This is an optimization exercise on Yosys and OpenROAD, whose aim is small area and a short achievable clock period, not a production implementation.
RTL that was checked went through simulation tests only; none was proved equivalent to the original.
Only the layout flow was run in run 6; the RTL was not checked for function there.
In every run shown here, the design's own scripts or RTL, not TritonCTS, make the clock network.
The flow treats the clock pin as an ideal source. Dropping or thinning the clock tree relies on that and would not hold on a real chip.

$ cat flow/config.mk
export PLATFORM = sky130hd
export DESIGN_NAME = cordic
export DESIGN_NICKNAME = cordic
export VERILOG_FILES = /design/flow/design.v
export SDC_FILE = /design/flow/constraint.sdc
export NUM_CORES = 4
export LEC_CHECK = 0
export ABC_AREA = 1
export CAP_MARGIN = 20
export CORE_MARGIN = 2
export CORE_UTILIZATION = 40
export SLEW_MARGIN = 20
$ cat flow/constraint.sdc
create_clock -name core_clock -period 16.0 [get_ports {clk}]
set_input_delay 3.2000 -clock core_clock [delete_from_list [all_inputs] [get_ports {clk}]]
set_output_delay 3.2000 -clock core_clock [all_outputs]
set_load 0.01 [all_outputs]
$ cat flow/design.v
module add_bk #(parameter N = 16) (
    input  [N-1:0] a,
    input  [N-1:0] b,
    input          ci,
    output [N-1:0] s
);
    localparam L = (N <= 2) ? 1 : (N <= 4) ? 2 : (N <= 8) ? 3 : (N <= 16) ? 4 : (N <= 32) ? 5 : 6;
    wire [N-1:0] p0 = a ^ b;
    wire [N-1:0] g0 = a & b;
    wire [N*2*L-1:0] G;
    wire [N*2*L-1:0] P;
    assign G[N-1:0] = {g0[N-1:1], g0[0] | (p0[0] & ci)};
    assign P[N-1:0] = p0;
    genvar l, i;
    generate
        for (l = 0; l < L; l = l + 1) begin : up
            for (i = 0; i < N; i = i + 1) begin : bt
                if (((i + 1) % (2 << l)) == 0) begin : node
                    assign G[(l+1)*N+i] = G[l*N+i] | (P[l*N+i] & G[l*N+i-(1<<l)]);
                    assign P[(l+1)*N+i] = P[l*N+i] & P[l*N+i-(1<<l)];
                end else begin : pass
                    assign G[(l+1)*N+i] = G[l*N+i];
                    assign P[(l+1)*N+i] = P[l*N+i];
                end
            end
        end
        for (l = L - 2; l >= 0; l = l - 1) begin : down
            for (i = 0; i < N; i = i + 1) begin : bt
                if (((i + 1) % (2 << l)) == (1 << l) && i >= (2 << l)) begin : node
                    assign G[(2*L-1-l)*N+i] = G[(2*L-2-l)*N+i] | (P[(2*L-2-l)*N+i] & G[(2*L-2-l)*N+i-(1<<l)]);
                    assign P[(2*L-1-l)*N+i] = P[(2*L-2-l)*N+i] & P[(2*L-2-l)*N+i-(1<<l)];
                end else begin : pass
                    assign G[(2*L-1-l)*N+i] = G[(2*L-2-l)*N+i];
                    assign P[(2*L-1-l)*N+i] = P[(2*L-2-l)*N+i];
                end
            end
        end
    endgenerate
    wire [N-1:0] gf = G[(2*L-1)*N +: N];
    assign s = p0 ^ {gf[N-2:0], ci};
endmodule
module cordic (
    input clk,
    input rst_n,
    input start,
    input [15:0] angle,
    output reg [15:0] cos,
    output reg [15:0] sin
);
    reg [16:0] r;
    reg [3:0] q;
    wire d = ~r[16];
    wire first = (q == 4'd15);
    wire idle = (q == 4'd13) || (q == 4'd14);
    reg [14:0] e;
    always @(*) begin
        case (q)
            4'd15: e = 15'h6487;
            4'd0:  e = 15'h3B58;
            4'd1:  e = 15'h1F5B;
            4'd2:  e = 15'h0FEA;
            4'd3:  e = 15'h07FD;
            4'd4:  e = 15'h03FF;
            4'd5:  e = 15'h01FF;
            4'd6:  e = 15'h00FF;
            4'd7:  e = 15'h007F;
            4'd8:  e = 15'h003F;
            4'd9:  e = 15'h001F;
            4'd10: e = 15'h000F;
            4'd11: e = 15'h0007;
            4'd12: e = 15'h0003;
            default: e = 15'h0000;
        endcase
    end
    wire [14:0] tc_sh = sin[15:1] >> q;
    wire [14:0] ts_sh = cos[15:1] >> q;
    wire [15:0] tc = {1'b0, tc_sh[14:2], tc_sh[1:0] & {2{~idle}}};
    wire [15:0] ts = {1'b0, ts_sh[14:2], ts_sh[1:0] & {2{~idle}}};
    wire [15:0] new_cos;
    wire [15:0] new_sin;
    wire [16:0] new_r;
    add_bk #(16) i_add_c (.a(cos), .b(tc ^ {16{d}}), .ci(d), .s(new_cos));
    add_bk #(16) i_add_s (.a(sin), .b(ts ^ {16{~d}}), .ci(~d), .s(new_sin));
    wire lo = first && (r[15:0] < 16'd2516);
    add_bk #(17) i_add_r (.a(r), .b({d, d & ~lo, e ^ {15{d}}}), .ci(d), .s(new_r));
    always @(posedge clk) begin
        if (first) begin
            cos <= 16'h4DBA;
            sin <= 16'h4DBA;
        end else begin
            cos <= new_cos;
            sin <= new_sin;
        end
    end
    always @(posedge clk) begin
        if (start)
            r <= {1'b0, angle};
        else
            r <= new_r;
    end
    always @(posedge clk or negedge rst_n) begin
        if (!rst_n)
            q <= 4'd14;
        else if (start)
            q <= 4'd15;
        else if (q != 4'd14)
            q <= q + 4'd1;
    end
endmodule
$ cat flow/flow/run.sh
#!/bin/bash
# The standard layout with these changes:
#  - synthesis: no full/half-adder cell extraction (ADDER_MAP_FILE empty), so
#    ABC sees whole register-to-register paths, and ABC maps with a
#    delay-constrained area-recovering script (flow/abc_map.script) instead
#    of ORFS's; the rest of the standard synthesis script, including the
#    flip-flop mapping, flattening and renaming, is unchanged;
#  - repair_timing aims for extra setup slack (SETUP_SLACK_MARGIN) so that
#    the achieved period, not just the 16 ns clock, is optimised;
#  - repair_timing only resizes cells and swaps pins (SETUP_MOVE_SEQUENCE);
#  - the ports get plain buffers (buf_1, which repair_timing may upsize)
#    instead of delay cells;
#  - the clock tree is one level: the clock port drives four clkbuf_16, each
#    placed at the centre of a cluster of flip-flops (flow/cts_flat.tcl),
#    instead of TritonCTS's two-level tree.
set -euo pipefail
here=$(pwd)
{
  head -n 1 synth_recipe.tcl
  cat <<EOT
proc abc {args} {
  set i [lsearch -exact \$args -script]
  if {\$i >= 0} { set args [lreplace \$args [expr {\$i + 1}] [expr {\$i + 1}] $here/flow/abc_map.script] }
  yosys abc {*}\$args
}
EOT
  tail -n +2 synth_recipe.tcl
} > synth_map.tcl
bash standard.sh SYNTH_SCRIPT="$here/synth_map.tcl" ADDER_MAP_FILE= SETUP_SLACK_MARGIN=12.15 SETUP_MOVE_SEQUENCE=sizeup,swap \
  PRE_CTS_TCL="$here/flow/cts_flat.tcl" \
  'BUFFER_PORTS_ARGS=-buffer_cell sky130_fd_sc_hd__buf_1' finish > standard_flow.log 2>&1
$ cat flow/flow/abc_map.script
strash
dch
map -D 2000
topo
$ cat flow/flow/cts_flat.tcl
# Clock tree of one level: the clock port drives NBUF buffers directly, each
# buffer drives the flip-flops of one cluster (k-means on their locations).
proc my_flat_clock_tree { nbuf bufname } {
  set block [ord::get_db_block]
  set clknet [$block findNet clk]
  set master [[ord::get_db] findMaster $bufname]
  set sinks {}
  foreach it [$clknet getITerms] { lappend sinks $it }
  # sink locations
  set pts {}
  foreach it $sinks {
    set bb [[$it getInst] getBBox]
    lappend pts [list [expr {([$bb xMin] + [$bb xMax]) / 2}] [expr {([$bb yMin] + [$bb yMax]) / 2}]]
  }
  # k-means, seeded along x-sorted order
  set n [llength $pts]
  set order [lsort -integer -indices [lmap p $pts {expr {[lindex $p 0] * 100000 + [lindex $p 1]}}]]
  set cent {}
  for {set k 0} {$k < $nbuf} {incr k} {
    lappend cent [lindex $pts [lindex $order [expr {($k * $n + $n / 2) / $nbuf}]]]
  }
  for {set iter 0} {$iter < 50} {incr iter} {
    set asg {}
    foreach p $pts {
      set best 0; set bd 1e30
      for {set k 0} {$k < $nbuf} {incr k} {
        set c [lindex $cent $k]
        set dd [expr {abs([lindex $p 0] - [lindex $c 0]) + abs([lindex $p 1] - [lindex $c 1])}]
        if {$dd < $bd} { set bd $dd; set best $k }
      }
      lappend asg $best
    }
    set newc {}
    for {set k 0} {$k < $nbuf} {incr k} {
      set sx 0; set sy 0; set m 0
      foreach p $pts a $asg { if {$a == $k} { incr sx [lindex $p 0]; incr sy [lindex $p 1]; incr m } }
      if {$m > 0} { lappend newc [list [expr {$sx / $m}] [expr {$sy / $m}]] } else { lappend newc [lindex $cent $k] }
    }
    set cent $newc
  }
  for {set k 0} {$k < $nbuf} {incr k} {
    set inst [odb::dbInst_create $block $master "clkbuf_flat_$k"]
    set net [odb::dbNet_create $block "clknet_flat_$k"]
    $net setSigType CLOCK
    [$inst findITerm A] connect $clknet
    [$inst findITerm X] connect $net
    set c [lindex $cent $k]
    $inst setLocation [lindex $c 0] [lindex $c 1]
    $inst setPlacementStatus PLACED
    foreach it $sinks a $asg { if {$a == $k} { $it disconnect; $it connect $net } }
  }
  $clknet setSigType CLOCK
}

# Used by ORFS's cts.tcl (sourced as PRE_CTS_TCL) in place of TritonCTS: four
# clkbuf_16 straight from the clock port, one per cluster of flip-flops.
proc clock_tree_synthesis { args } {
  my_flat_clock_tree 4 sky130_fd_sc_hd__clkbuf_16
  set_propagated_clock [all_clocks]
}
$ cat flow/standard.sh
#!/bin/bash
# synth_recipe.tcl (not shown) runs the flow's synth.tcl, then flattens the netlist and writes it again
# the make line also repeats each setting of config.mk as NAME=value (left out here)
make -C /OpenROAD-flow-scripts/flow DESIGN_CONFIG=/design/flow/config.mk WORK_HOME=/design/flow/orfs CLKGATE_MAP_FILE= SYNTH_SCRIPT=/design/flow/synth_recipe.tcl "${@:-finish}"
==> results by group, run 1 <==
Place
  • Cells after DPL: about 960
  • Final HPWL DP: roughly 10,000 microns
  • Place WS: about 11,000 ps
  • Gpl congestion: between 0.9 and 1
  • PortBufs: 50
  • Area after DPL: slightly below 5000 sq um

Synthesis
  • Seq/Total Area, Yosys: 0.2396
  • Asr flop ratio synth: 0.07547
  • Syn Nets: between 700 and 800
  • Synth Area in Simple Gates: 0.3372
  • Mux contribution to synthesized area: 0.002211
  • Synth Area in Adders: 0
  • EDFF count, synth: 0
  • Largest family of logic cells by synthesized area: simple AND/OR/NAND/NOR gates
  • Cells after synthesis: 770
  • Synth Area in Compound Gates: 0.2452
  • Synth Cell Area: around 4500 sq um
  • YS warnings: 1
  • Mapped Avg Cell Area: 5.879 sq um
  • Unique cell type count in the Yosys netlist: 33
  • Flops & latches, synth: 53
  • Post-synthesis xor/xnor area fraction: 0.1045
  • Synth Flop Type: dfxtp_1

Min path
  • Worst min-delay path category: register to register

Worst setup path
  • CP required: about 13,000 ps
  • Critical path arrival: 640 ps
  • Startpoint type of the worst setup path: register
  • CP peak stage delay: ~380 ps
  • Crit path buf inv count: 1
  • Critical path type: register to primary output
  • Critical Path Sink Type: primary output
  • Critical path fanouts, max: 3
  • CP max-delay cell: dfxtp_2
  • Slack of the worst reg-to-reg path: roughly 12,000 ps
  • Crit path max-delay family: flip-flops
  • Critical path cell sequence: buf_6

Layout
  • Layout Cells excl Fill: approximately 970
  • # nets final: about 850
  • Fin area: about 5300 sq um
  • Most common cell after layout, fill and taps aside: nand2_1
  • Share of layout cells above drive strength 1: 0.1391
  • Most frequent cells in the layout: 212 x nand2_1, 105 x nor2_1, 92 x o21ai_0
  • P&R area growth vs syn: 16.03%
  • Ant. Diodes: 0

Timing
  • Fmax: roughly 260 MHz
  • Slew Viols, Final: 0
  • Worst slew margin: 0.5961
  • Final min period: between 3000 and 4000 ps
  • Tightest Pin Transition: approximately 600 ps
  • Final period util: 0.2402
  • Setup Skew: around 33 ps
  • Final Hold Fails: 0
  • Setup Viol. Count Final: 0
  • Final setup margin: 12,160 ps
  • TNS Setup: 0 ps
  • RSZ-0062 raised after global routing: true

Job
  • Max-cap violation count: 0

Routing
  • Final ANT Viol Nets: 0
  • DRC errors left: 0
  • First-pass DRT Iterations: 5
  • WL final: between 10,000 and 15,000 microns
  • DRT iter0 DRCs: 327
  • Vias: 5,047
  • Avg WL per Cell: ~14 microns
  • Vias per std cell: ~5.2

Floorplan
  • Die H: approximately 110 microns
  • Die W: ~110 microns
  • Row count: 38
  • Die Area: between 10,000 and 15,000 sq um
  • I/O Pins: a little over 50
  • Initial Util: 0.4140
  • Core Region: 10,940 sq um

Global route
  • First-pass GRT wire length: ~22,000 microns
  • Largest net degree at the start of global routing: 36
  • Vias in the first global route: between 4,000 and 5,000
  • Antenna violations before repair: 0
  • Total GRT Usage: 0.2269
  • Global route overflow: 0

CTS
  • Hold Buf Count CTS: 0
  • Clock-pin transition on the worst setup and hold timing paths: 90 ps
  • Worst skew pair latency: around 160 ps

Status
  • Status: complete, no violations
-- kinds of logic after synthesis --
| kind of cell | count (synthesis) |
|---|---|
| simple gates | 375 |
| compound gates | 201 |
| buf+inv | 86 |
| xor+xnor | 54 |
| flops | 53 |
| mux | 1 |
-- worst paths after layout --
kind	startpoint	end	cells after the start
max in group asynchronous	rst_n	q[1]	1
hold reg to reg	r[0]	r[0]	2
setup / recovery	sin[5]	sin[5]	1
setup reg to reg	q[1]	sin[13]	18
hold / removal	r[0]	r[0]	2
min in group asynchronous	rst_n	q[0]	1
-- state kept, by name, indices dropped and copies added, names as in the netlist --
register / count
cos: 16
sin: 16
r: 17
q: 4
-- synthesized netlist by cell type, types with 3 or more instances --
master | number | area, sq um
a21boi_0 | 3 | 22.52
a21oi_1 | 47 | 235.2
a22oi_1 | 7 | 52.55
a31oi_1 | 6 | 37.54
and2_2 | 14 | 105.1
clkinv_1 | 86 | 322.8
dfstp_2 | 3 | 78.83
dfxtp_1 | 49 | 980.9
nand2_1 | 213 | 799.5
nand3_1 | 13 | 65.06
nand4_1 | 3 | 18.77
nor2_1 | 110 | 412.9
nor3_1 | 11 | 55.05
o211ai_1 | 4 | 30.03
o21a_1 | 7 | 52.55
o21ai_0 | 113 | 565.5
o31ai_1 | 3 | 22.52
or2_2 | 9 | 56.30
xnor2_1 | 10 | 87.58
xor2_1 | 44 | 385.4
-- worst min-delay path, cell delays in order (launching register included) --
cell     delay [ps]
dfxtp_1         310
nand2_1          60
a21oi_1          60
-- final cells by class --
cell class	count	area, sq um
timing repair buffer	53	304.0
inverter	86	336.6
multi-input combinational	631	3184
tap	140	175.2
fill	1212	5683
sequential	53	1152
buffer	4	100.1
-- through the flow --
step | util | hold WS (ps)
after CTS | 0.4687 | 474.3
after floorplan | - | 442.8
after global routing | 0.4803 | 498.1
after detailed placement | 0.4493 | 465.9
after global placement | 0.4493 | 451.9
final | 0.4803 | 475.0
-- per-layer routing --
| layer | vias to the layer above | GRT usage | wire (microns) |
|---|---|---|---|
| met2 | 106 | 0.3883 | 6232 |
| met1 | 2264 | 0.3164 | 6623 |
| met4 | 0 | 0.03750 | 259 |
| met3 | 18 | 0.01822 | 527 |
| li1 | 2659 | - | - |
| met5 | - | 0 | 0 |
-- repair_timing --
| item | CTS | global route |
|---|---|---|
| endpoints found under the setup margin | 65 | 55 |
| pin swaps | 0 | 3 |
| setup buffers | 0 | 0 |
| gates resized for setup | 67 | 65 |
==> run 2, diff against run 1 <==
--- a/flow/flow/run.sh
+++ b/flow/flow/run.sh
@@ -27,5 +27,5 @@
   tail -n +2 synth_recipe.tcl
 } > synth_map.tcl
-bash standard.sh SYNTH_SCRIPT="$here/synth_map.tcl" ADDER_MAP_FILE= SETUP_SLACK_MARGIN=12.15 SETUP_MOVE_SEQUENCE=sizeup,swap \
+bash standard.sh SYNTH_SCRIPT="$here/synth_map.tcl" ADDER_MAP_FILE= SETUP_SLACK_MARGIN=12.1 SETUP_MOVE_SEQUENCE=unbuffer,sizeup,swap \
   PRE_CTS_TCL="$here/flow/cts_flat.tcl" \
   'BUFFER_PORTS_ARGS=-buffer_cell sky130_fd_sc_hd__buf_1' finish > standard_flow.log 2>&1
==> results by group, run 2 <==
Layout
  • # nets final: 848 (unchanged)
  • P&R area growth vs syn: 14.01%
  • Most frequent cells in the layout: 213 x nand2_1, 105 x nor2_1, 98 x o21ai_0
  • Reg with most FFs: r
  • Most common cell after layout, fill and taps aside: nand2_1
  • Layout Cells excl Fill: 967 (unchanged)
  • Share of layout cells above drive strength 1: 0.1052 (-0.03386)
  • Max reg flops: 17 (unchanged)
  • Fin area: 5161 sq um (-1.7%)
  • Top Registers: r: 17 flops, cos: 16 flops, sin: 16 flops
  • Ant. Diodes: 0 (unchanged)

Global route
  • Global route overflow: 0 (unchanged)
  • First-pass GRT wire length: 22,220 microns (-0.68%)
  • Vias in the first global route: 4,670 (-0.30%)
  • Total GRT Usage: 0.2253 (-0.001601)
  • Antenna violations before repair: 0 (unchanged)
  • Largest net degree at the start of global routing: 36 (unchanged)

Synthesis
  • Synth area leaders: dfxtp_1 22%, nand2_1 18%, o21ai_0 12%, nor2_1 9.1%, xor2_1 8.5%
  • Cells after synthesis: 770 (unchanged)
  • Syn Nets: 789 (unchanged)
  • EDFF count, synth: 0 (unchanged)
  • Mapped Avg Cell Area: 5.879 sq um (unchanged)
  • YS warnings: 1 (unchanged)
  • Seq/Total Area, Yosys: 0.2396 (unchanged)
  • Flops & latches, synth: 53 (unchanged)
  • Yosys top cell area share: 0.2167 (unchanged)
  • Synth Flop Type: dfxtp_1
  • Synth Cell Area: 4527 sq um (unchanged)
  • Unique cell type count in the Yosys netlist: 33 (unchanged)
  • Largest area contributor in the netlist: dfxtp_1
  • Asr flop ratio synth: 0.07547 (unchanged)
  • Most frequent cell after synthesis: nand2_1
  • Most frequent cells after synthesis: 213 x nand2_1, 113 x o21ai_0, 110 x nor2_1, 86 x clkinv_1, 49 x dfxtp_1

Floorplan
  • I/O Pins: 51 (unchanged)
  • Core Region: 10,940 sq um (unchanged)
  • Row count: 38 (unchanged)
  • Initial Util: 0.4140 (unchanged)
  • Die W: 110.4 microns (unchanged)
  • Die H: 110.4 microns (unchanged)
  • Die Area: 12,180 sq um (unchanged)

Worst setup path
  • Critical path fanouts, max: 5 (+2)
  • CP required: 12,800 ps (about the same)
  • Crit path buf inv count: 1 (unchanged)
  • Critical path arrival: 680 ps (+40 ps)
  • CP max-delay cell: dfxtp_2
  • Total stage count of the critical path: 1 (unchanged)
  • Startpoint type of the worst setup path: register
  • Critical Path Sink Type: primary output
  • Reg2reg start: q[0]
  • Critical path type: register to primary output
  • Critical path cell sequence: clkbuf_2
  • Crit path max-delay family: flip-flops
  • CP peak stage delay: 400 ps (+20 ps)
  • Crit. Startpoint: cos[3]
  • Worst Reg-to-Reg Cells: 15 (-3)

Timing
  • Final setup margin: 12,120 ps (-36.00 ps)
  • Slew Viols, Final: 0 (unchanged)
  • Setup Viol. Count Final: 0 (unchanged)
  • Setup Skew: 34.05 ps (+0.9798 ps)
  • Worst slew margin: 0.5956 (about the same)
  • Final min period: 3879 ps (+36.00 ps)
  • Final Hold Fails: 0 (unchanged)
  • RSZ-0062 raised after global routing: true
  • TNS Setup: 0 ps (unchanged)
  • Fmax: 257.8 MHz (-0.93%)
  • Hold_ws: 474.7 ps (-0.2430 ps)
  • Final period util: 0.2425 (+0.002250)
  • Tightest Pin Transition: 602.9 ps (+0.7587 ps)

Min path
  • Min-delay src: r[0]
  • Worst min-delay path category: register to register
  • Hold depth: 2 (unchanged)

Routing
  • DRC errors left: 0 (unchanged)
  • DRT iter0 DRCs: 306 (-6.4%)
  • WL final: 13,650 microns (about the same)
  • Vias: 5,098 (+1.0%)
  • Final ANT Viol Nets: 0 (unchanged)
  • Vias per std cell: 5.272 (+1.0%)
  • Avg WL per Cell: 14.11 microns (about the same)
  • First-pass DRT Iterations: 5 (unchanged)

Place
  • Final HPWL DP: 10,380 microns (unchanged)
  • Area after DPL: 4913 sq um (unchanged)
  • Place WS: 11,090 ps (unchanged)
  • Cells after DPL: 963 (unchanged)
  • PortBufs: 50 (unchanged)
  • Gpl congestion: 0.9812 (unchanged)

CTS
  • Worst skew pair latency: 160 ps (about the same)
  • Setup Buffers After CTS: 0 (unchanged)
  • Hold Buf Count CTS: 0 (unchanged)
  • Clock-pin transition on the worst setup and hold timing paths: 60 ps (-30 ps)

Status
  • Status: complete, no violations

Job
  • Max-cap violation count: 0 (unchanged)
-- run 2: changes by cell type in the layout (fill, tap and decap cells not counted), sizes merged --
cell and delta:
clkbuf +4, buf -4
-- run 2: logic make-up (layout without fill, tap and decap cells) --
group | count (synthesis) | in the layout | share of synthesized area
compound gates | 201 | 201 | 0.2452
xor+xnor | 54 | 54 | 0.1045
buf+inv | 86 | 143 | 0.07131
flops | 53 | 53 | 0.2396
mux | 1 | 1 | 0.002211
simple gates | 375 | 375 | 0.3372
-- run 2: stage by stage --
step | util
2_1_floorplan | -
3_3_place_gp | 0.4493
3_5_place_dp | 0.4493
4_1_cts | 0.4622
5_1_grt | 0.4720
6_report | 0.4720
-- run 2: per-layer routing --
metal,global-route usage,vias to the layer above,routed length (microns)
met5,0,-,0
met4,0.03750,0,243
met3,0.01881,17,621
met2,0.3826,125,6276
met1,0.3160,2291,6506
li1,-,2665,-
-- run 2: worst paths after layout --
| check | endpoint | slack [ps] |
|---|---|---|
| max | cos[3] | 12120 |
| min | r[0] | 470 |
| max reg2reg | sin[13] | 12410 |
| min reg2reg | r[0] | 470 |
| max in group asynchronous | q[1] | 12890 |
| min in group asynchronous | q[0] | 2860 |
-- run 2: cell type report --
| type | count | area [sq um] |
|---|---|---|
| fill | 1218 | 5774 |
| buffer | 4 | 100.1 |
| timing repair buffer | 53 | 240.2 |
| multi-input combinational | 631 | 3191 |
| sequential | 53 | 1117 |
| inverter | 86 | 337.8 |
| tap | 140 | 175.2 |
-- run 2: repair_timing --
action                                  4_1_cts  5_1_grt
gates resized for setup                      28       56
pin swaps                                     0        2
endpoints found under the setup margin       48       41
==> run 3, diff against run 2 <==
--- a/flow/flow/run.sh
+++ b/flow/flow/run.sh
@@ -11,5 +11,5 @@
 #  - the ports get plain buffers (buf_1, which repair_timing may upsize)
 #    instead of delay cells;
-#  - the clock tree is one level: the clock port drives four clkbuf_16, each
+#  - the clock tree is one level: the clock port drives three clkbuf_16, each
 #    placed at the centre of a cluster of flip-flops (flow/cts_flat.tcl),
 #    instead of TritonCTS's two-level tree.
@@ -27,5 +27,5 @@
   tail -n +2 synth_recipe.tcl
 } > synth_map.tcl
-bash standard.sh SYNTH_SCRIPT="$here/synth_map.tcl" ADDER_MAP_FILE= SETUP_SLACK_MARGIN=12.1 SETUP_MOVE_SEQUENCE=unbuffer,sizeup,swap \
+bash standard.sh SYNTH_SCRIPT="$here/synth_map.tcl" ADDER_MAP_FILE= SETUP_SLACK_MARGIN=12.1 SETUP_MOVE_SEQUENCE=sizeup,swap \
   PRE_CTS_TCL="$here/flow/cts_flat.tcl" \
   'BUFFER_PORTS_ARGS=-buffer_cell sky130_fd_sc_hd__buf_1' finish > standard_flow.log 2>&1
--- a/flow/flow/cts_flat.tcl
+++ b/flow/flow/cts_flat.tcl
@@ -56,5 +56,5 @@
 # clkbuf_16 straight from the clock port, one per cluster of flip-flops.
 proc clock_tree_synthesis { args } {
-  my_flat_clock_tree 4 sky130_fd_sc_hd__clkbuf_16
+  my_flat_clock_tree 3 sky130_fd_sc_hd__clkbuf_16
   set_propagated_clock [all_clocks]
 }
==> results by group, run 3 <==
Synthesis
  • Most frequent cell after synthesis: nand2_1
  • Synth area leaders: dfxtp_1 22%, nand2_1 18%, o21ai_0 12%, nor2_1 9.1%, xor2_1 8.5%
  • Cells after synthesis: 770 (unchanged)
  • Mapped Avg Cell Area: 5.879 sq um (unchanged)
  • Unique cell type count in the Yosys netlist: 33 (unchanged)
  • Yosys top cell area share: 0.2167 (unchanged)
  • Synth Flop Type: dfxtp_1
  • Asr flop ratio synth: 0.07547 (unchanged)
  • Seq/Total Area, Yosys: 0.2396 (unchanged)
  • EDFF count, synth: 0 (unchanged)
  • Largest area contributor in the netlist: dfxtp_1
  • Synth Cell Area: 4527 sq um (unchanged)
  • YS warnings: 1 (unchanged)
  • Most frequent cells after synthesis: 213 x nand2_1, 113 x o21ai_0, 110 x nor2_1, 86 x clkinv_1, 49 x dfxtp_1
  • Flops & latches, synth: 53 (unchanged)
  • Syn Nets: 789 (unchanged)

Floorplan
  • Die W: 110.4 microns (unchanged)
  • Initial Util: 0.4140 (unchanged)
  • Die H: 110.4 microns (unchanged)
  • Die Area: 12,180 sq um (unchanged)
  • Core Region: 10,940 sq um (unchanged)
  • I/O Pins: 51 (unchanged)
  • Row count: 38 (unchanged)

Timing
  • Final min period: 3893 ps (+14.30 ps)
  • Fmax: 256.8 MHz (-0.37%)
  • Worst slew margin: 0.5880 (-0.007613)
  • TNS Setup: 0 ps (unchanged)
  • Final period util: 0.2433 (+0.0008937)
  • Setup Skew: 27.76 ps (-6.289 ps)
  • Final setup margin: 12,110 ps (-14.30 ps)
  • Setup Viol. Count Final: 0 (unchanged)
  • Tightest Pin Transition: 614.3 ps (+11.35 ps)
  • RSZ-0062 raised after global routing: true
  • Slew Viols, Final: 0 (unchanged)
  • Final Hold Fails: 0 (unchanged)

Layout
  • Final core utilization: 0.4688 (-0.003204)
  • Share of layout cells above drive strength 1: 0.1102 (+0.004970)
  • P&R area growth vs syn: 13.24%
  • Ant. Diodes: 0 (unchanged)
  • # nets final: 847 (-0.12%)
  • Layout Cells excl Fill: 966 (-0.10%)
  • Most frequent cells in the layout: 213 x nand2_1, 106 x nor2_1, 99 x o21ai_0
  • Top Registers: r: 17 flops, cos: 16 flops, sin: 16 flops
  • Most common cell after layout, fill and taps aside: nand2_1
  • Max reg flops: 17 (unchanged)
  • Reg with most FFs: r

Global route
  • Total GRT Usage: 0.2255 (about the same)
  • Vias in the first global route: 4,671 (+0.021%)
  • Largest net degree at the start of global routing: 36 (unchanged)
  • First-pass GRT wire length: 22,220 microns (about the same)
  • Global route overflow: 0 (unchanged)
  • Antenna violations before repair: 0 (unchanged)

Place
  • Place WS: 11,090 ps (unchanged)
  • Cells after DPL: 963 (unchanged)
  • PortBufs: 50 (unchanged)
  • Final HPWL DP: 10,380 microns (unchanged)
  • Gpl congestion: 0.9812 (unchanged)

Worst setup path
  • CP peak stage delay: 400 ps (about the same)
  • CP max-delay cell: dfxtp_2
  • Critical path cell sequence: buf_2
  • Worst Reg-to-Reg Cells: 18 (+3)
  • Critical path arrival: 690 ps (about the same)
  • Critical path type: register to primary output
  • Total stage count of the critical path: 1 (unchanged)
  • Critical path fanouts, max: 5 (unchanged)
  • Critical Path Sink Type: primary output
  • CP required: 12,800 ps (about the same)
  • Crit path max-delay family: flip-flops
  • Startpoint type of the worst setup path: register
  • Crit path buf inv count: 1 (unchanged)

Routing
  • DRT iter0 DRCs: 322 (+5.2%)
  • Vias per std cell: 5.251 (-0.41%)
  • DRC errors left: 0 (unchanged)
  • Avg WL per Cell: 14.11 microns (about the same)
  • Vias: 5,072 (-0.51%)
  • WL final: 13,640 microns (about the same)
  • Final ANT Viol Nets: 0 (unchanged)
  • First-pass DRT Iterations: 5 (unchanged)

Status
  • Status: complete, no violations

CTS
  • Hold Buf Count CTS: 0 (unchanged)
  • Worst skew pair latency: 160 ps (about the same)
  • Clock-pin transition on the worst setup and hold timing paths: 100 ps (+40 ps)
  • Setup Buffers After CTS: 0 (unchanged)

Min path
  • Worst min-delay path category: register to register
  • Hold depth: 2 (unchanged)

Job
  • Max-cap violation count: 0 (unchanged)
run 3: changes by cell type in the layout (fill, tap and decap cells not counted), moves of 2 or more:
cell and change:
buf_1 -2, clkbuf_2 +2, dfxtp_1 -6, dfxtp_2 +4
dfxtp_4 +2, o21ai_2 -2
run 3: area by class of cell:
cell class / instances / area (sq um)
buffer: 3 / 75.07
fill: 1211 / 5809
inverter: 86 / 335.3
multi-input combinational: 631 / 3168
sequential: 53 / 1130
tap: 140 / 175.2
timing repair buffer: 53 / 242.7
run 3: path summary, 6_finish.rpt:
check | start | slack (ps) | to
setup reg to reg | q[1] | 12340 | sin[13]
hold / removal | sin[0] | 480 | sin[0]
hold reg to reg | sin[0] | 480 | sin[0]
setup / recovery | cos[3] | 12110 | cos[3]
max in group asynchronous | rst_n | 12900 | q[1]
min in group asynchronous | rst_n | 2850 | q[0]
run 3: through the flow:
stage,cell area (sq um),hold WS (ps)
after detailed placement,4913,465.9
after global routing,5126,498.7
after floorplan,4528,442.8
after CTS,5040,480.2
after global placement,4913,451.9
final,5126,481.4
run 3: cells by family after synthesis:
family          Yosys count  synth area share
xor+xnor                 54            0.1045
mux                       1          0.002211
compound gates          201            0.2452
buf+inv                  86           0.07131
simple gates            375            0.3372
flops                    53            0.2396
run 3: layer usage:
layer | GRT usage | routed length (microns) | vias to the layer above
li1 | - | - | 2656
met1 | 0.3161 | 6496 | 2291
met2 | 0.3865 | 6319 | 113
met3 | 0.01940 | 669 | 12
met4 | 0.02946 | 149 | 0
met5 | 0 | 0 | -
run 3: timing repair:
action	in CTS	in global routing
pin swaps	0	3
setup endpoints to repair	55	41
gates resized for setup	36	51
==> run 4, diff against run 3 <==
--- a/flow/flow/cts_flat.tcl
+++ b/flow/flow/cts_flat.tcl
@@ -53,5 +53,5 @@
 }
 
-# Used by ORFS's cts.tcl (sourced as PRE_CTS_TCL) in place of TritonCTS: four
+# Used by ORFS's cts.tcl (sourced as PRE_CTS_TCL) in place of TritonCTS: three
 # clkbuf_16 straight from the clock port, one per cluster of flip-flops.
 proc clock_tree_synthesis { args } {
==> results by group, run 4 <==
Status
  • Status: complete, no violations

Worst setup path
  • Crit path buf inv count: 1 (unchanged)
  • Critical path arrival: 690 ps (about the same)
  • CP peak stage delay: 400 ps (about the same)
  • Critical path fanouts, max: 5 (unchanged)
  • Critical Path Sink Type: primary output
  • CP max-delay cell: dfxtp_2
  • Startpoint type of the worst setup path: register
  • CP required: 12,800 ps (about the same)
  • Critical path cell sequence: buf_2
  • Crit path max-delay family: flip-flops
  • Critical path type: register to primary output

Floorplan
  • Row count: 38 (unchanged)
  • Initial Util: 0.4140 (unchanged)
  • Die Area: 12,180 sq um (unchanged)
  • Die W: 110.4 microns (unchanged)
  • Die H: 110.4 microns (unchanged)
  • Core Region: 10,940 sq um (unchanged)
  • I/O Pins: 51 (unchanged)

Synthesis
  • Seq/Total Area, Yosys: 0.2396 (unchanged)
  • Largest area contributor in the netlist: dfxtp_1
  • Synth area leaders: dfxtp_1 22%, nand2_1 18%, o21ai_0 12%, nor2_1 9.1%, xor2_1 8.5%
  • Synth Cell Area: 4527 sq um (unchanged)
  • Flops & latches, synth: 53 (unchanged)
  • Unique cell type count in the Yosys netlist: 33 (unchanged)
  • EDFF count, synth: 0 (unchanged)
  • Mapped Avg Cell Area: 5.879 sq um (unchanged)
  • Yosys top cell area share: 0.2167 (unchanged)
  • Syn Nets: 789 (unchanged)
  • YS warnings: 1 (unchanged)
  • Most frequent cell after synthesis: nand2_1
  • Asr flop ratio synth: 0.07547 (unchanged)
  • Synth Flop Type: dfxtp_1
  • Cells after synthesis: 770 (unchanged)
  • Most frequent cells after synthesis: 213 x nand2_1, 113 x o21ai_0, 110 x nor2_1, 86 x clkinv_1, 49 x dfxtp_1

Timing
  • Fmax: 256.8 MHz (unchanged)
  • TNS Setup: 0 ps (unchanged)
  • Hold_ws: 481.4 ps (unchanged)
  • RSZ-0062 raised after global routing: true
  • Setup Skew: 27.76 ps (unchanged)
  • Final Hold Fails: 0 (unchanged)
  • Final min period: 3893 ps (unchanged)
  • Final period util: 0.2433 (unchanged)
  • Setup Viol. Count Final: 0 (unchanged)
  • Tightest Pin Transition: 614.3 ps (unchanged)
  • Slew Viols, Final: 0 (unchanged)
  • Worst slew margin: 0.5880 (unchanged)

Place
  • Final HPWL DP: 10,380 microns (unchanged)
  • Gpl congestion: 0.9812 (unchanged)
  • Cells after DPL: 963 (unchanged)
  • PortBufs: 50 (unchanged)

CTS
  • Clock-pin transition on the worst setup and hold timing paths: 100 ps (about the same)
  • Setup Buffers After CTS: 0 (unchanged)
  • Worst skew pair latency: 160 ps (about the same)

Global route
  • Largest net degree at the start of global routing: 36 (unchanged)
  • Vias in the first global route: 4,671 (unchanged)
  • Antenna violations before repair: 0 (unchanged)
  • Global route overflow: 0 (unchanged)
  • Total GRT Usage: 0.2255 (unchanged)
  • First-pass GRT wire length: 22,220 microns (unchanged)

Layout
  • Most common cell after layout, fill and taps aside: nand2_1
  • Fillers: 1,211 (unchanged)
  • Top Registers: r: 17 flops, cos: 16 flops, sin: 16 flops
  • P&R area growth vs syn: 13.24% (unchanged)
  • # nets final: 847 (unchanged)
  • Share of layout cells above drive strength 1: 0.1102 (unchanged)
  • Area of the multi-input gates: 3168 sq um (unchanged)
  • Layout Cells excl Fill: 966 (unchanged)
  • Most frequent cells in the layout: 213 x nand2_1, 106 x nor2_1, 99 x o21ai_0
  • Ant. Diodes: 0 (unchanged)
  • Reg with most FFs: r
  • Max reg flops: 17 (unchanged)
  • Sequential Area: 1130 sq um (unchanged)

Routing
  • Final ANT Viol Nets: 0 (unchanged)
  • Vias: 5,072 (unchanged)
  • WL final: 13,640 microns (unchanged)
  • First-pass DRT Iterations: 5 (unchanged)
  • DRT iter0 DRCs: 322 (unchanged)
  • Avg WL per Cell: 14.11 microns (unchanged)
  • DRC errors left: 0 (unchanged)
  • Vias per std cell: 5.251 (unchanged)

Job
  • Max-cap violation count: 0 (unchanged)

Min path
  • Worst min-delay path category: register to register
==> run 4: cell counts after synthesis <==
Identical to the previous run, type by type.
==> run 4: path summary, 6_finish.rpt <==
kind                       slack [ps]       to   start  depth (start not counted)
setup / recovery                12110   cos[3]  cos[3]                          1
hold / removal                    480   sin[0]  sin[0]                          2
min in group asynchronous        2850     q[0]   rst_n                          1
max in group asynchronous       12900     q[1]   rst_n                          1
setup reg to reg                12340  sin[13]    q[1]                         18
hold reg to reg                   480   sin[0]  sin[0]                          2
==> run 4: timing repair <==
action | 4_1_cts | 5_1_grt
endpoints found under the setup margin | 55 | 41
hold buffers | 0 | 0
pin swaps | 0 | 3
gates resized for setup | 36 | 51
==> run 4: logic make-up after synthesis <==
family,after synthesis,synth area share
simple gates,375,0.3372
compound gates,201,0.2452
buf+inv,86,0.07131
xor+xnor,54,0.1045
flops,53,0.2396
mux,1,0.002211
==> run 4: cell type report <==
type	instances	share of cell area
well taps	140	0.03417
plain buffers	3	0.01464
flip-flops and latches	53	0.2204
inverters	86	0.06541
multi-input cells	631	0.6180
repair buffers	53	0.04735
==> run 4: routing by layer <==
layer  share of wire  wire, microns  up-vias  track usage
met3           0.049            669       12      0.01940
met4           0.011            149        0      0.02946
met2            0.46           6319      113       0.3865
li1                -              -     2656            -
met5               0              0        -            0
met1            0.48           6496     2291       0.3161
==> run 4: metrics by stage <==
step | setup WS [ps] | util | cell area (sq um)
4_1_cts | 12080 | 0.4609 | 5040
5_1_grt | 12010 | 0.4688 | 5126
6_report | 12110 | 0.4688 | 5126
3_5_place_dp | 11090 | 0.4493 | 4913
2_1_floorplan | 12230 | - | 4528
3_3_place_gp | 11170 | 0.4493 | 4913
==> run 5, diff against run 4 <==
--- a/flow/flow/run.sh
+++ b/flow/flow/run.sh
@@ -27,5 +27,5 @@
   tail -n +2 synth_recipe.tcl
 } > synth_map.tcl
-bash standard.sh SYNTH_SCRIPT="$here/synth_map.tcl" ADDER_MAP_FILE= SETUP_SLACK_MARGIN=12.1 SETUP_MOVE_SEQUENCE=sizeup,swap \
+bash standard.sh SYNTH_SCRIPT="$here/synth_map.tcl" ADDER_MAP_FILE= SETUP_SLACK_MARGIN=12.05 SETUP_MOVE_SEQUENCE=sizeup,swap \
   PRE_CTS_TCL="$here/flow/cts_flat.tcl" \
   'BUFFER_PORTS_ARGS=-buffer_cell sky130_fd_sc_hd__buf_1' finish > standard_flow.log 2>&1
==> results by group, run 5 <==
Routing
  • First-pass DRT Iterations: 5 (unchanged)
  • DRT iter0 DRCs: 326 (+1.2%)
  • DRC errors left: 0 (unchanged)
  • Vias per std cell: 5.244 (-0.12%)
  • WL final: 13,540 microns (-0.67%)
  • Vias: 5,066 (-0.12%)
  • Avg WL per Cell: 14.02 microns (-0.67%)
  • Final ANT Viol Nets: 0 (unchanged)

Synthesis
  • Cells after synthesis: 770 (unchanged)
  • Largest area contributor in the netlist: dfxtp_1
  • Syn Nets: 789 (unchanged)
  • Seq/Total Area, Yosys: 0.2396 (unchanged)
  • Unique cell type count in the Yosys netlist: 33 (unchanged)
  • EDFF count, synth: 0 (unchanged)
  • YS warnings: 1 (unchanged)
  • Yosys top cell area share: 0.2167 (unchanged)
  • Synth Flop Type: dfxtp_1
  • Most frequent cell after synthesis: nand2_1
  • Flops & latches, synth: 53 (unchanged)
  • Synth area leaders: dfxtp_1 22%, nand2_1 18%, o21ai_0 12%, nor2_1 9.1%, xor2_1 8.5%
  • Asr flop ratio synth: 0.07547 (unchanged)
  • Mapped Avg Cell Area: 5.879 sq um (unchanged)
  • Most frequent cells after synthesis: 213 x nand2_1, 113 x o21ai_0, 110 x nor2_1, 86 x clkinv_1, 49 x dfxtp_1
  • Synth Cell Area: 4527 sq um (unchanged)

Timing
  • Final period util: 0.2451 (+0.001775)
  • Final min period: 3922 ps (+28.40 ps)
  • Worst slew margin: 0.5900 (+0.002074)
  • Final setup margin: 12,080 ps (-28.40 ps)
  • Fmax: 255.0 MHz (-0.72%)
  • TNS Setup: 0 ps (unchanged)
  • Tightest Pin Transition: 611.2 ps (-3.092 ps)
  • Slew Viols, Final: 0 (unchanged)
  • RSZ-0062 raised after global routing: true
  • Setup Skew: 26.65 ps (-1.113 ps)
  • Setup Viol. Count Final: 0 (unchanged)
  • Final Hold Fails: 0 (unchanged)

Layout
  • Max reg flops: 17 (unchanged)
  • P&R area growth vs syn: 12.27%
  • Final core utilization: 0.4648 (-0.004004)
  • Ant. Diodes: 0 (unchanged)
  • Top Registers: r: 17 flops, cos: 16 flops, sin: 16 flops
  • Fillers: 1,218 (+0.58%)
  • Fin area: 5082 sq um (-0.85%)
  • # nets final: 847 (unchanged)
  • Reg with most FFs: r
  • Share of layout cells above drive strength 1: 0.07506 (-0.03511)
  • Most common cell after layout, fill and taps aside: nand2_1
  • Most frequent cells in the layout: 213 x nand2_1, 106 x nor2_1, 101 x o21ai_0

Worst setup path
  • Critical path fanouts, max: 4 (-1)
  • CP peak stage delay: 410 ps (about the same)
  • Crit path buf inv count: 1 (unchanged)
  • CP required: 12,800 ps (about the same)
  • Critical Path Sink Type: primary output
  • Critical path type: register to primary output
  • CP max-delay cell: dfxtp_1
  • Crit path max-delay family: flip-flops
  • Critical path cell sequence: buf_1
  • Startpoint type of the worst setup path: register
  • Critical path arrival: 720 ps (+30 ps)

Floorplan
  • Die W: 110.4 microns (unchanged)
  • Row count: 38 (unchanged)
  • Initial Util: 0.4140 (unchanged)
  • Die Area: 12,180 sq um (unchanged)
  • Die H: 110.4 microns (unchanged)
  • I/O Pins: 51 (unchanged)
  • Core Region: 10,940 sq um (unchanged)

Global route
  • First-pass GRT wire length: 22,190 microns (-0.13%)
  • Antenna violations before repair: 0 (unchanged)
  • Global route overflow: 0 (unchanged)
  • Total GRT Usage: 0.2254 (about the same)
  • Largest net degree at the start of global routing: 36 (unchanged)
  • Vias in the first global route: 4,659 (-0.26%)

Status
  • Status: complete, no violations

Job
  • Max-cap violation count: 0 (unchanged)

CTS
  • Hold Buf Count CTS: 0 (unchanged)
  • Clock-pin transition on the worst setup and hold timing paths: 100 ps (about the same)
  • Worst skew pair latency: 160 ps (about the same)
  • Setup Buffers After CTS: 0 (unchanged)

Place
  • Final HPWL DP: 10,380 microns (unchanged)
  • PortBufs: 50 (unchanged)
  • Gpl congestion: 0.9812 (unchanged)
  • Area after DPL: 4913 sq um (unchanged)
  • Place WS: 11,090 ps (unchanged)

Min path
  • Worst min-delay path category: register to register
## run 5: cell counts after synthesis
No cell type changed its count.
## run 5: worst min-delay path, delay by kind of cell, from the launching register on
family | cells | cell delay, ps
and+or+nand+nor | 1 | 60
AOI/OAI and AO/OA | 1 | 60
DFF | 1 | 320
## run 5: cell families (layout without fill, tap and decap cells)
logic type,Yosys count,after routing,share of synthesized area
AND/OR/NAND/NOR,375,375,0.3372
AO/OA/AOI/OAI,201,201,0.2452
buffers and inverters,86,142,0.07131
XOR/XNOR,54,54,0.1045
flip-flops,53,53,0.2396
multiplexers,1,1,0.002211
## run 5: path summary, 6_finish.rpt
check | start | endpoint | slack, ps | cells after the start
hold reg to reg | r[0] | r[0] | 480 | 2
hold / removal | r[0] | r[0] | 480 | 2
max in group asynchronous | rst_n | q[1] | 12900 | 1
setup reg to reg | q[1] | sin[13] | 12350 | 18
setup / recovery | cos[2] | cos[2] | 12080 | 1
min in group asynchronous | rst_n | q[0] | 2850 | 1
## run 5: what timing repair did
item	4_1_cts	5_1_grt
setup endpoints to repair	41	31
endpoints found under the hold margin	0	0
resized for setup	21	33
## run 5: routing by layer
metal  routed length (microns)  share of wire  global-route usage  vias up
li1                          -              -                   -     2652
met3                       661          0.049             0.01999       12
met1                      6507           0.48              0.3157     2281
met5                         0              0                   0        -
met2                      6215           0.46              0.3865      121
met4                       159          0.012             0.02946        0
## run 5: cell type report
class	count	area, sq um	area share
buffer	3	75.07	0.01477
inverter	86	335.3	0.06598
multi-input combinational	631	3164	0.6226
sequential	53	1110	0.2184
tap	140	175.2	0.03447
timing repair buffer	53	222.7	0.04382
## run 5: stage by stage
step,hold WS [ps],instances
4_1_cts,480.2,966
3_5_place_dp,465.9,963
3_3_place_gp,451.9,963
6_report,481.8,966
2_1_floorplan,442.8,770
5_1_grt,505.1,966
==> run 6, diff against run 5 <==
--- a/flow/design.v
+++ b/flow/design.v
@@ -51,10 +51,9 @@
     reg [3:0] q;
     wire d = ~r[16];
-    wire first = (q == 4'd15);
-    wire idle = (q == 4'd13) || (q == 4'd14);
+    wire first = (q == 4'd13);
     reg [14:0] e;
     always @(*) begin
         case (q)
-            4'd15: e = 15'h6487;
+            4'd13: e = 15'h6487;
             4'd0:  e = 15'h3B58;
             4'd1:  e = 15'h1F5B;
@@ -75,6 +74,6 @@
     wire [14:0] tc_sh = sin[15:1] >> q;
     wire [14:0] ts_sh = cos[15:1] >> q;
-    wire [15:0] tc = {1'b0, tc_sh[14:2], tc_sh[1:0] & {2{~idle}}};
-    wire [15:0] ts = {1'b0, ts_sh[14:2], ts_sh[1:0] & {2{~idle}}};
+    wire [15:0] tc = {1'b0, tc_sh};
+    wire [15:0] ts = {1'b0, ts_sh};
     wire [15:0] new_cos;
     wire [15:0] new_sin;
@@ -101,8 +100,12 @@
     always @(posedge clk or negedge rst_n) begin
         if (!rst_n)
-            q <= 4'd14;
+            q <= 4'd15;
         else if (start)
+            q <= 4'd13;
+        else if (first)
+            q <= 4'd0;
+        else if (q == 4'd12)
             q <= 4'd15;
-        else if (q != 4'd14)
+        else if (q != 4'd15)
             q <= q + 4'd1;
     end
--- a/flow/flow/run.sh
+++ b/flow/flow/run.sh
@@ -11,5 +11,5 @@
 #  - the ports get plain buffers (buf_1, which repair_timing may upsize)
 #    instead of delay cells;
-#  - the clock tree is one level: the clock port drives three clkbuf_16, each
+#  - the clock tree is one level: the clock port drives four clkbuf_16, each
 #    placed at the centre of a cluster of flip-flops (flow/cts_flat.tcl),
 #    instead of TritonCTS's two-level tree.
@@ -27,5 +27,5 @@
   tail -n +2 synth_recipe.tcl
 } > synth_map.tcl
-bash standard.sh SYNTH_SCRIPT="$here/synth_map.tcl" ADDER_MAP_FILE= SETUP_SLACK_MARGIN=12.05 SETUP_MOVE_SEQUENCE=sizeup,swap \
+bash standard.sh SYNTH_SCRIPT="$here/synth_map.tcl" ADDER_MAP_FILE= SETUP_SLACK_MARGIN=12.1 SETUP_MOVE_SEQUENCE=sizeup,swap \
   PRE_CTS_TCL="$here/flow/cts_flat.tcl" \
   'BUFFER_PORTS_ARGS=-buffer_cell sky130_fd_sc_hd__buf_1' finish > standard_flow.log 2>&1
--- a/flow/flow/cts_flat.tcl
+++ b/flow/flow/cts_flat.tcl
@@ -53,8 +53,8 @@
 }
 
-# Used by ORFS's cts.tcl (sourced as PRE_CTS_TCL) in place of TritonCTS: three
+# Used by ORFS's cts.tcl (sourced as PRE_CTS_TCL) in place of TritonCTS: four
 # clkbuf_16 straight from the clock port, one per cluster of flip-flops.
 proc clock_tree_synthesis { args } {
-  my_flat_clock_tree 3 sky130_fd_sc_hd__clkbuf_16
+  my_flat_clock_tree 4 sky130_fd_sc_hd__clkbuf_16
   set_propagated_clock [all_clocks]
 }
==> results by group, run 6 <==
Synthesis
  • EDFF count, synth: 0 (unchanged)
  • Most frequent cells after synthesis: 214 x nand2_1, 104 x nor2_1, 100 x o21ai_0, 84 x clkinv_1, 49 x dfxtp_1
  • Seq/Total Area, Yosys: 0.2393 (-0.0003189)
  • Largest area contributor in the netlist: dfxtp_1
  • Yosys top cell area share: 0.2162 (-0.0005377)
  • Synth Cell Area: 4538 sq um (+0.25%)
  • Most frequent cell after synthesis: nand2_1
  • Flops & latches, synth: 53 (unchanged)
  • Synth Flop Type: dfxtp_1
  • Cells after synthesis: 762 (-1.0%)
  • Syn Nets: 781 (-1.0%)
  • Mapped Avg Cell Area: 5.956 sq um (+1.3%)
  • Unique cell type count in the Yosys netlist: 33 (unchanged)
  • Asr flop ratio synth: 0.07547 (unchanged)
  • Synth area leaders: dfxtp_1 22%, nand2_1 18%, o21ai_0 11%, xor2_1 9.3%, nor2_1 8.6%
  • YS warnings: 1 (unchanged)

Place
  • Gpl congestion: 0.9255 (-5.7%)
  • Final HPWL DP: 10,810 microns (+4.2%)
  • PortBufs: 50 (unchanged)
  • Cells after DPL: 955 (-0.83%)

Layout
  • Layout Cells excl Fill: 959 (-0.72%)
  • Final core utilization: 0.4840 (+0.01922)
  • Max reg flops: 17 (unchanged)
  • Top Registers: r: 17 flops, cos: 16 flops, sin: 16 flops
  • Ant. Diodes: 0 (unchanged)
  • Most frequent cells in the layout: 213 x nand2_1, 96 x nor2_1, 83 x o21ai_0
  • P&R area growth vs syn: 16.63%
  • Reg with most FFs: r
  • Share of layout cells above drive strength 1: 0.1270 (+0.05192)
  • # nets final: 840 (-0.83%)
  • Most common cell after layout, fill and taps aside: nand2_1

CTS
  • Clock-pin transition on the worst setup and hold timing paths: 70 ps (-30 ps)
  • Setup Buffers After CTS: 0 (unchanged)
  • Hold Buf Count CTS: 0 (unchanged)
  • Worst skew pair latency: 140 ps (-20 ps)

Timing
  • Slew Viols, Final: 0 (unchanged)
  • Tightest Pin Transition: 627.3 ps (+16.11 ps)
  • Final Hold Fails: 0 (unchanged)
  • Worst slew margin: 0.5710 (-0.01904)
  • Final min period: 3889 ps (-32.70 ps)
  • RSZ-0062 raised after global routing: true
  • Fmax: 257.1 MHz (+0.84%)
  • Setup Skew: 17.25 ps (-9.395 ps)
  • TNS Setup: 0 ps (unchanged)
  • Final period util: 0.2431 (-0.002044)
  • Setup Viol. Count Final: 0 (unchanged)

Routing
  • Final ANT Viol Nets: 0 (unchanged)
  • DRC errors left: 0 (unchanged)
  • DRT iter0 DRCs: 386 (+18%)
  • Vias: 5,030 (-0.71%)
  • First-pass DRT Iterations: 5 (unchanged)
  • WL final: 14,480 microns (+6.9%)
  • Avg WL per Cell: 15.10 microns (+7.7%)
  • Vias per std cell: 5.245 (about the same)

Global route
  • Largest net degree at the start of global routing: 53 (+47%)
  • First-pass GRT wire length: 23,200 microns (+4.6%)
  • Antenna violations before repair: 0 (unchanged)
  • Vias in the first global route: 4,436 (-4.8%)
  • Global route overflow: 0 (unchanged)
  • Total GRT Usage: 0.2251 (-0.0003616)

Min path
  • Worst min-delay path category: register to register

Floorplan
  • Initial Util: 0.4150 (+0.001030)
  • Die W: 110.5 microns (+0.12%)
  • Die Area: 12,210 sq um (+0.25%)
  • Core Region: 10,940 sq um (unchanged)
  • Die H: 110.5 microns (+0.12%)
  • Row count: 38 (unchanged)
  • I/O Pins: 51 (unchanged)

Worst setup path
  • Slack of the worst reg-to-reg path: 12,380 ps (+30 ps)
  • Crit path max-delay family: flip-flops
  • Startpoint type of the worst setup path: register
  • Critical path fanouts, max: 4 (unchanged)
  • CP max-delay cell: dfxtp_2
  • Critical path cell sequence: buf_2
  • Critical path type: register to primary output
  • Critical Path Sink Type: primary output
  • Critical path arrival: 690 ps (-30 ps)
  • Crit path buf inv count: 1 (unchanged)
  • CP required: 12,800 ps (about the same)
  • CP peak stage delay: 400 ps (about the same)

Job
  • Max-cap violation count: 0 (unchanged)

Status
  • Status: complete, no violations
## run 6: changes by cell type in the layout (fill, tap and decap cells not counted), sizes merged, moves of 4 or more
cell / before / now
o21ai: 113 / 100
clkbuf: 4 / 13
buf: 52 / 44
xor2: 44 / 48
or2: 9 / 14
and2: 14 / 4
nor3: 11 / 5
clkinv: 84 / 79
a21boi: 3 / 8
a21oi: 47 / 43
nand3: 13 / 21
nor2: 110 / 104
## run 6: cell type report
class	instances	area (sq um)
Fill cell	1183	5643
Sequential cell	53	1119
Inverter	84	336.6
Tap cell	140	175.2
Multi-Input combinational cell	625	3327
Buffer	4	100.1
Timing Repair Buffer	53	235.2
## run 6: timing repair
| action | 4_1_cts | 5_1_grt |
|---|---|---|
| pin swaps | 0 | 9 |
| setup endpoints to repair | 46 | 39 |
| resized for setup | 37 | 73 |
## run 6: worst paths after layout
check                      startpoint       to  depth (start not counted)
hold reg to reg                  r[0]     r[0]                          2
max in group asynchronous       rst_n     q[3]                          1
setup / recovery              sin[15]  sin[15]                          1
min in group asynchronous       rst_n     q[3]                          1
setup reg to reg                 q[0]  cos[15]                         16
hold / removal                   r[0]     r[0]                          2
## run 6: stage by stage
stage	hold slack [ps]	cell area [sq um]	setup slack [ps]
finish	483.7	5293	12110
floorplan	455.0	4539	12190
global route	510.4	5293	12060
global placement	463.5	4925	11270
CTS	488.4	5095	12070
detailed placement	479.6	4925	11310
## run 6: kinds of logic (layout without fill, tap and decap cells)
kind of cell,Yosys count,after routing,synth area share
AND/OR/NAND/NOR,371,371,0.3306
AO/OA/AOI/OAI,191,191,0.2379
buffers and inverters,84,141,0.06948
XOR/XNOR,59,59,0.1139
flip-flops,53,53,0.2393
multiplexers,3,3,0.006617
adder cells (fa/ha/maj),1,1,0.002206
## run 6: metal layers
| layer | GRT usage | wire length (microns) | up-vias |
|---|---|---|---|
| met5 | 0 | 0 | - |
| met4 | 0.03500 | 197 | 0 |
| met3 | 0.01262 | 627 | 11 |
| met2 | 0.3542 | 6283 | 106 |
| met1 | 0.3439 | 7374 | 2271 |
| li1 | - | - | 2642 |

static timing again, ports no longer ideal:
Ports are ideal in the flow. The routed layouts listed here were re-timed in OpenROAD. Step 1, drivers: a clkbuf_16 drives clk and a buf_2 each remaining input, both assumed. Step 2 adds t to the input delays and takes it off the output delays; t is the mean of the earliest and latest rising clock arrival at the registers after step 1. Input paths then give back, and output paths get back, about the clock's delay inside the block. Slacks: ideal / step 1 / step 2; pairs: ideal / step 1.
| run | t (ns) | slack for setup (ns) | worst setup path at the end |
|---|---|---|---|
| run 1 | 0.228 | 12.157 / 12.068 / 12.151 | input to register |
| run 2 | 0.228 | 12.121 / 12.032 / 12.026 | input to register |
| run 3 | 0.221 | 12.107 / 12.033 / 12.030 | input to register |
| run 4 | 0.221 | 12.107 / 12.033 / 12.030 | input to register |
| run 5 | 0.221 | 12.078 / 12.005 / 12.030 | input to register |
| run 6 | 0.228 | 12.111 / 12.014 / 12.049 | input to register |
After both steps every run listed still meets setup and hold. The setup slack of run 2, which loses most, moves by -0.089 ns with the drivers and by -0.095 ns with both steps.
